This is an optimization exercise on Yosys and OpenROAD, whose aim is small area, not a production implementation. In this exercise RTL edits were held to simulation tests only and were not proved equivalent to the original. No driver is modelled on the clock port, so clocking that relies on it looks cheaper here than on a real chip. Power is estimated from default activity; no workload was simulated.

v2:
Design xor_encrypt, start of the top module:
module xor_encrypt(
        input logic clk,
        input logic valid_in,
        input logic [7:0] key,
        input logic [255:0] code,
        output logic [255:0] code_out,
        output logic valid_out
);
logic [255:0] d;    
logic [255:0] r;    
logic [7:0] p0;
logic [7:0] bs1_2;
logic [7:0] p1;
logic [7:0] p2;
logic [7:0] bs3_4;
logic [7:0] p3;
logic [7:0] p4;
logic [7:0] bs5_6;
logic [7:0] p5;
logic [7:0] p6;
logic [7:0] bs7_8;
logic [7:0] p7;
logic [7:0] p8;
logic [7:0] bs9_10;
logic [7:0] p9;
logic [7:0] p10;
logic [7:0] bs11_12;
logic [7:0] p11;
logic [7:0] p12;
logic [7:0] bs13_14;
logic [7:0] p13;
logic [7:0] p14;
logic [7:0] bs15_16;
logic [7:0] p15;
logic [7:0] p16;
logic [7:0] bs17_18;
logic [7:0] p17;
logic [7:0] p18;
logic [7:0] bs19_20;
logic [7:0] bs21_22;
logic [7:0] bs23_24;
logic [7:0] bs25_26;
logic [7:0] bs25_27;
logic [7:0] bs28_29;
logic [7:0] bs30_31;
logic [7:0] q19;
logic [7:0] q20;
logic [7:0] q21;
logic [7:0] q22;
logic [7:0] q23;
logic [7:0] q24;
logic [7:0] q25;
logic [7:0] q26;
logic [7:0] q27;
logic [7:0] q28;
logic [7:0] q29;
logic [7:0] q30;
logic [7:0] q31;
xor_gate u_p0 (.A(key), .B(code[7:0]), .Y(p0));
xor_gate u_bs1_2 (.A(code[15:8]), .B(code[23:16]), .Y(bs1_2));
  ...
Size: ~790 cells after synthesis, about 12000 sq um of cells after synthesis.
==> flow/config.mk <==
export PLATFORM = sky130hd
export DESIGN_NAME = xor_encrypt
export DESIGN_NICKNAME = xor_encrypt
export VERILOG_FILES = /design/flow/design.v
export SDC_FILE = /design/flow/constraint.sdc
export NUM_CORES = 4
export LEC_CHECK = 0
export CAP_MARGIN = 20
export CORE_MARGIN = 2
export CORE_UTILIZATION = 40
export CTS_BUF_LIST = sky130_fd_sc_hd__clkbuf_16
export CTS_CLUSTER_DIAMETER = 100
export CTS_CLUSTER_SIZE = 24
export GPL_TIMING_DRIVEN = 0
export SLEW_MARGIN = 20
export SYNTH_HIERARCHICAL = 1
export SYNTH_MINIMUM_KEEP_SIZE = 0
==> flow/constraint.sdc <==
create_clock -name core_clock -period 4.0 [get_ports {clk}]
set_input_delay 0.8000 -clock core_clock [delete_from_list [all_inputs] [get_ports {clk}]]
set_output_delay 0.8000 -clock core_clock [all_outputs]
set_load 0.01 [all_outputs]
standard.sh (not shown) runs the stock make flow with config.mk's settings and CLKGATE_MAP_FILE= SYNTH_SCRIPT=/design/flow/synth_recipe.tcl, a recipe that flattens the netlist after the stock synthesis.
==> flow/flow/run.sh <==
#!/bin/bash
# Own layout flow: the standard flow (standard synthesis unchanged), with the port
# buffers that global placement inserts on every input and output made the smallest
# buffer, sky130_fd_sc_hd__buf_1, instead of the default pick. Everything else is as in
# the standard flow. make's full output goes to flow_make.log in this folder; ORFS
# writes each step's log under orfs/logs/.
set -euo pipefail
export BUFFER_PORTS_ARGS="-buffer_cell sky130_fd_sc_hd__buf_1"
export PRE_GLOBAL_PLACE_TCL="$PWD/flow/pre_gpl.tcl"
bash standard.sh finish > flow_make.log 2>&1
test -f out/final.def
==> flow/flow/pre_gpl.tcl <==
remove_buffers
Input-level comparison between v4 and v2:
# v2
export LEC_CHECK = 0
export CAP_MARGIN = 20
export CORE_MARGIN = 2
export CORE_UTILIZATION = 40
export CTS_BUF_LIST = sky130_fd_sc_hd__clkbuf_16
export CTS_CLUSTER_DIAMETER = 100
export CTS_CLUSTER_SIZE = 24
export GPL_TIMING_DRIVEN = 0
export SLEW_MARGIN = 20
export SYNTH_HIERARCHICAL = 1
export SYNTH_MINIMUM_KEEP_SIZE = 0
create_clock -name core_clock -period 4.0 [get_ports {clk}]
# v4
export LEC_CHECK = 0
export CAP_MARGIN = 20
export CORE_MARGIN = 2
export CORE_UTILIZATION = 40
export CTS_BUF_LIST = sky130_fd_sc_hd__clkbuf_16
export CTS_CLUSTER_DIAMETER = 120
export CTS_CLUSTER_SIZE = 30
export SLEW_MARGIN = 20
export SYNTH_HIERARCHICAL = 1
export SYNTH_MINIMUM_KEEP_SIZE = 0
create_clock -name core_clock -period 4.0 [get_ports {clk}]
-- flow/flow/run.sh --
<<< v2, line 9
export PRE_GLOBAL_PLACE_TCL="$PWD/flow/pre_gpl.tcl"
>>> v4, line 9
export POST_GLOBAL_PLACE_TCL="$PWD/flow/post_gpl.tcl"
==> flow/flow/post_gpl.tcl (new file) <==
# Post global placement hook.
# Drop the buffers that timing-driven global placement added (instances named place*),
# reconnecting their loads to the buffer's input net.
proc drop_place_buffers {} {
  set n 0
  foreach inst [get_cells -quiet place*] {
    set ref [get_property $inst ref_name]
    if { ![regexp {^sky130_fd_sc_hd__(buf|clkbuf)_[0-9]+$} $ref] } { continue }
    set name [get_full_name $inst]
    set in_net [get_nets -of_objects [get_pins $name/A]]
    set out_net [get_nets -of_objects [get_pins $name/X]]
    set loads {}
    foreach pin [get_pins -quiet -of_objects $out_net] {
      if { [get_full_name $pin] != "$name/X" } { lappend loads $pin }
    }
    if { [llength [get_ports -quiet -of_objects $out_net]] > 0 } { continue }
    disconnect_pin $in_net [get_pins $name/A]
    disconnect_pin $out_net [get_pins $name/X]
    foreach pin $loads {
      disconnect_pin $out_net $pin
      connect_pin $in_net $pin
    }
    delete_instance $inst
    delete_net $out_net
    incr n
  }
  puts "Dropped $n placement buffers."
}
drop_place_buffers
removed: flow/flow/pre_gpl.tcl
==> comparison <==
- No run among v4 and v2 stopped early or left any final violation; all are clean.
- Final cell area: v4 below v2
- [compare] base=v2 new=v4: final routed wirelength across all metal layers shows an increase of 0.32%, number of global-route vias before repair went down.
- Sort v4 and v2 by layout clock buffer count, descending, and v2 comes first.
- In the metrics for v4 and v2, the one carrying the higher clock power share is v2.
- [compare] base=v2 new=v4: register share of total power saw an increase; power saw a decrease.
- Die area delta (v4 -> v2): insignificant
- Delta (v4 minus v2): wire length of the first global-routing pass decreased by about 1% relative to the old numbers; maximum number of pins on one net before global-route repair +113; final sum of negative setup slack level.
diff inputs: v4 => v11
# v4
export LEC_CHECK = 0
export CAP_MARGIN = 20
export CORE_MARGIN = 2
export CORE_UTILIZATION = 40
export CTS_BUF_LIST = sky130_fd_sc_hd__clkbuf_16
export CTS_CLUSTER_DIAMETER = 120
export CTS_CLUSTER_SIZE = 30
export SLEW_MARGIN = 20
export SYNTH_HIERARCHICAL = 1
export SYNTH_MINIMUM_KEEP_SIZE = 0
create_clock -name core_clock -period 4.0 [get_ports {clk}]
# v11
export LEC_CHECK = 0
export CAP_MARGIN = 20
export CORE_MARGIN = 2
export CORE_UTILIZATION = 40
export CTS_BUF_LIST = sky130_fd_sc_hd__clkbuf_16
export CTS_CLUSTER_DIAMETER = 100
export CTS_CLUSTER_SIZE = 24
export PLACE_DENSITY = 0.5
export SLEW_MARGIN = 20
export SYNTH_HIERARCHICAL = 1
export SYNTH_MINIMUM_KEEP_SIZE = 0
create_clock -name core_clock -period 4.0 [get_ports {clk}]
==> flow/flow/run.sh <==
#!/bin/bash
# Own layout flow: the standard flow (standard synthesis unchanged) with two changes:
#  - the buffers that global placement puts on every input and output port are the
#    smallest buffer, sky130_fd_sc_hd__buf_1, instead of the default pick;
#  - post_gpl.tcl drops the buffers that timing-driven global placement adds while the
#    clock is still ideal; the repairs after clock tree synthesis add what the real
#    clock timing needs.
# make's full output goes to flow_make.log in this folder; ORFS writes each step's log
# under orfs/logs/.
set -euo pipefail
export BUFFER_PORTS_ARGS="-buffer_cell sky130_fd_sc_hd__buf_1"
export POST_GLOBAL_PLACE_TCL="$PWD/flow/post_gpl.tcl"
bash standard.sh finish > flow_make.log 2>&1
test -f out/final.def
--- outcome ---
- v11 | stages: all done | timing, DRC, antenna: all pass
- Of v4 and v11, v11 shows the lower final period utilization, with v4 above it.
- Diff v4 -> v11: synthesis-to-layout area growth went up, non-clock buffer count did not really move, sequential share of layout area did not really move.
- Changes observed in v11 relative to v4: clock slew at the register clock pins of the worst setup and hold paths went down by 0.02 ns, total via count in the routed design picked up an extra 0.58%, sequential power shows no meaningful change.
- Against v4, final critical-path required period in v11 came out better.
- The highest metal layer with signal wires comes out met4 in one run and met5 in the other, namely in v4 and v11 respectively.
- Compared to v4, the routing of v11 uses more wire.
## Diff of input files: v10 against v11
# v11
export LEC_CHECK = 0
export CAP_MARGIN = 20
export CORE_MARGIN = 2
export CORE_UTILIZATION = 40
export CTS_BUF_LIST = sky130_fd_sc_hd__clkbuf_16
export CTS_CLUSTER_DIAMETER = 100
export CTS_CLUSTER_SIZE = 24
export PLACE_DENSITY = 0.5
export SLEW_MARGIN = 20
export SYNTH_HIERARCHICAL = 1
export SYNTH_MINIMUM_KEEP_SIZE = 0
create_clock -name core_clock -period 4.0 [get_ports {clk}]
# v10
export LEC_CHECK = 0
export CAP_MARGIN = 20
export CORE_ASPECT_RATIO = 0.25
export CORE_MARGIN = 2
export CORE_UTILIZATION = 40
export CTS_BUF_LIST = sky130_fd_sc_hd__clkbuf_8
export CTS_CLUSTER_DIAMETER = 100
export CTS_CLUSTER_SIZE = 16
export SLEW_MARGIN = 20
export SYNTH_HIERARCHICAL = 1
export SYNTH_MINIMUM_KEEP_SIZE = 0
create_clock -name core_clock -period 4.0 [get_ports {clk}]
-- flow/flow/run.sh --
<<< v11, line 2
# Own layout flow: the standard flow (standard synthesis unchanged) with two changes:
>>> v10, line 2
# Own layout flow: the standard flow (standard synthesis unchanged) with these changes:
<<< v11, line 7
#    clock timing needs.
>>> v10, line 7
#    clock timing needs;
#  - those repairs try buffering before sizing gates up, and small_bufs.tcl keeps them
#    to the small buffers (no large or delay buffers, no xor2_4).
<<< v11, line 13
>>> v10, line 15
export SETUP_MOVE_SEQUENCE="unbuffer,swap,buffer,sizeup"
export PRE_CTS_TCL="$PWD/flow/small_bufs.tcl"
export PRE_GLOBAL_ROUTE_TCL="$PWD/flow/small_bufs.tcl"
==> flow/flow/small_bufs.tcl (new file) <==
# Timing repairs after clock tree synthesis: buffer with the small buffers only.
set_dont_use [get_lib_cells {sky130_fd_sc_hd__buf_4 sky130_fd_sc_hd__buf_6 sky130_fd_sc_hd__buf_8 sky130_fd_sc_hd__buf_12 sky130_fd_sc_hd__buf_16 sky130_fd_sc_hd__xor2_4 sky130_fd_sc_hd__dlygate* sky130_fd_sc_hd__dlymetal* sky130_fd_sc_hd__clkdlybuf* sky130_fd_sc_hd__bufbuf* sky130_fd_sc_hd__clkbuf_4 sky130_fd_sc_hd__clkbuf_8}]
--- outcome ---
There was hardly any difference in achievable clock frequency between v10 and v11. Summary of v10 over v11: DRC marker count from the first detailed-route iteration fell by 104, routed wirelength normalized by instance count -about 18%, minimum clock period fell 0.0078 ns, multi-input gate share of total cell area now smaller. As far as arrival time of the worst setup path is concerned, v11 and v10 perform about the same. Setup WNS v11 -> v10: better. Looking at worst slew slack as a fraction of its limit across v11 and v10, the one that comes out lower is v11. Cmp v10 vs v11: register share of total power higher in v10.
Here is what was changed in the inputs of v51 compared with v10.
# v10
export LEC_CHECK = 0
export CAP_MARGIN = 20
export CORE_ASPECT_RATIO = 0.25
export CORE_MARGIN = 2
export CORE_UTILIZATION = 40
export CTS_BUF_LIST = sky130_fd_sc_hd__clkbuf_8
export CTS_CLUSTER_DIAMETER = 100
export CTS_CLUSTER_SIZE = 16
export SLEW_MARGIN = 20
export SYNTH_HIERARCHICAL = 1
export SYNTH_MINIMUM_KEEP_SIZE = 0
create_clock -name core_clock -period 4.0 [get_ports {clk}]
# v51
export LEC_CHECK = 0
export CAP_MARGIN = 20
export CORE_MARGIN = 2
export CORE_UTILIZATION = 40
export CTS_BUF_LIST = sky130_fd_sc_hd__clkbuf_8 sky130_fd_sc_hd__clkbuf_16
export CTS_CLUSTER_DIAMETER = 100
export CTS_CLUSTER_SIZE = 20
export SLEW_MARGIN = 20
export SYNTH_HIERARCHICAL = 1
export SYNTH_MINIMUM_KEEP_SIZE = 0
create_clock -name core_clock -period 4.0 [get_ports {clk}]
--- outcome ---
Max-cap check violation count: v51 vs v10 — no meaningful difference. Die outline area in v51 is about 1.1% below v10. Going from v10 to v51, cell area after placement neither gained nor lost much, final non-filler cell total down about 1.7%, combinational share of power down 0.8 points, average via count per standard cell went up by 0.21, clock-buffer cell count has decreased. As far as worst setup slack is concerned, v51 and v10 perform about the same. The maximum fanout encountered on the critical timing path of v51 and that of v10 are within noise of each other. The count of placed standard cells including taps in v51 sits 1.4% below the value recorded for v10.
--- input diff v51..v55 ---
# v51
export LEC_CHECK = 0
export CAP_MARGIN = 20
export CORE_MARGIN = 2
export CORE_UTILIZATION = 40
export CTS_BUF_LIST = sky130_fd_sc_hd__clkbuf_8 sky130_fd_sc_hd__clkbuf_16
export CTS_CLUSTER_DIAMETER = 100
export CTS_CLUSTER_SIZE = 20
export SLEW_MARGIN = 20
export SYNTH_HIERARCHICAL = 1
export SYNTH_MINIMUM_KEEP_SIZE = 0
create_clock -name core_clock -period 4.0 [get_ports {clk}]
# v55
export LEC_CHECK = 0
export CAP_MARGIN = 20
export CORE_MARGIN = 2
export CORE_UTILIZATION = 40
export CTS_BUF_LIST = sky130_fd_sc_hd__clkbuf_8
export CTS_CLUSTER_DIAMETER = 100
export CTS_CLUSTER_SIZE = 16
export SLEW_MARGIN = 20
export SYNTH_HIERARCHICAL = 1
export SYNTH_MINIMUM_KEEP_SIZE = 0
create_clock -name core_clock -period 4.0 [get_ports {clk}]
==> run summary <==
- Higher first-iteration DRC count among v55 and v51: v55
- In v55 the global-route usage turned out 0.20 points higher than in v51.
- Going from v51 to v55, the post-layout total power was found to have gone down by 2.4%.
- [compare] base=v51 new=v55: final cell count climbed 8; setup slack barely changed; area added between synthesis and finish dropped 0.90 points.
- v55: flow completed, timing, DRC and antenna clean

==> port drivers added, routing unchanged <==
The flow's constraints put no driver on any port. The routed layouts listed below were extracted and timed again, unchanged, in two steps. Step 1 sets driving cells, clkbuf_16 on the clock port and buf_2 on the other inputs (assumed; they add their load-dependent delay and slew). Step 2, shift: input delay + t, output delay - t, t = (earliest + latest rising clock arrival at the registers) / 2. This alone moves slack from input paths to output paths. Slacks: ideal ports / drivers / drivers and shift; pairs: ideal ports / drivers.
run | shift t [ns] | setup WS [ns] | worst setup path at the end | clock arrival spread, ns
v2 | 0.526 | 0.217 / 0.170 / -0.281 | input to register | 0.017 / 0.017
v4 | 0.524 | 0.144 / 0.097 / -0.233 | input to register | 0.029 / 0.029
v11 | 0.531 | 0.228 / 0.179 / -0.205 | input to register | 0.012 / 0.012
v10 | 0.576 | 0.236 / 0.193 / -0.238 | input to register | 0.038 / 0.039
v51 | 0.530 | 0.235 / 0.188 / -0.241 | input to register | 0.015 / 0.015
v55 | 0.579 | 0.236 / 0.194 / -0.264 | input to register | 0.027 / 0.027
With both steps, setup timing fails in every run listed, where it was met with ideal ports. For v55, which loses most, drivers alone change the setup slack by -0.042 ns; drivers and shift together by -0.500 ns.
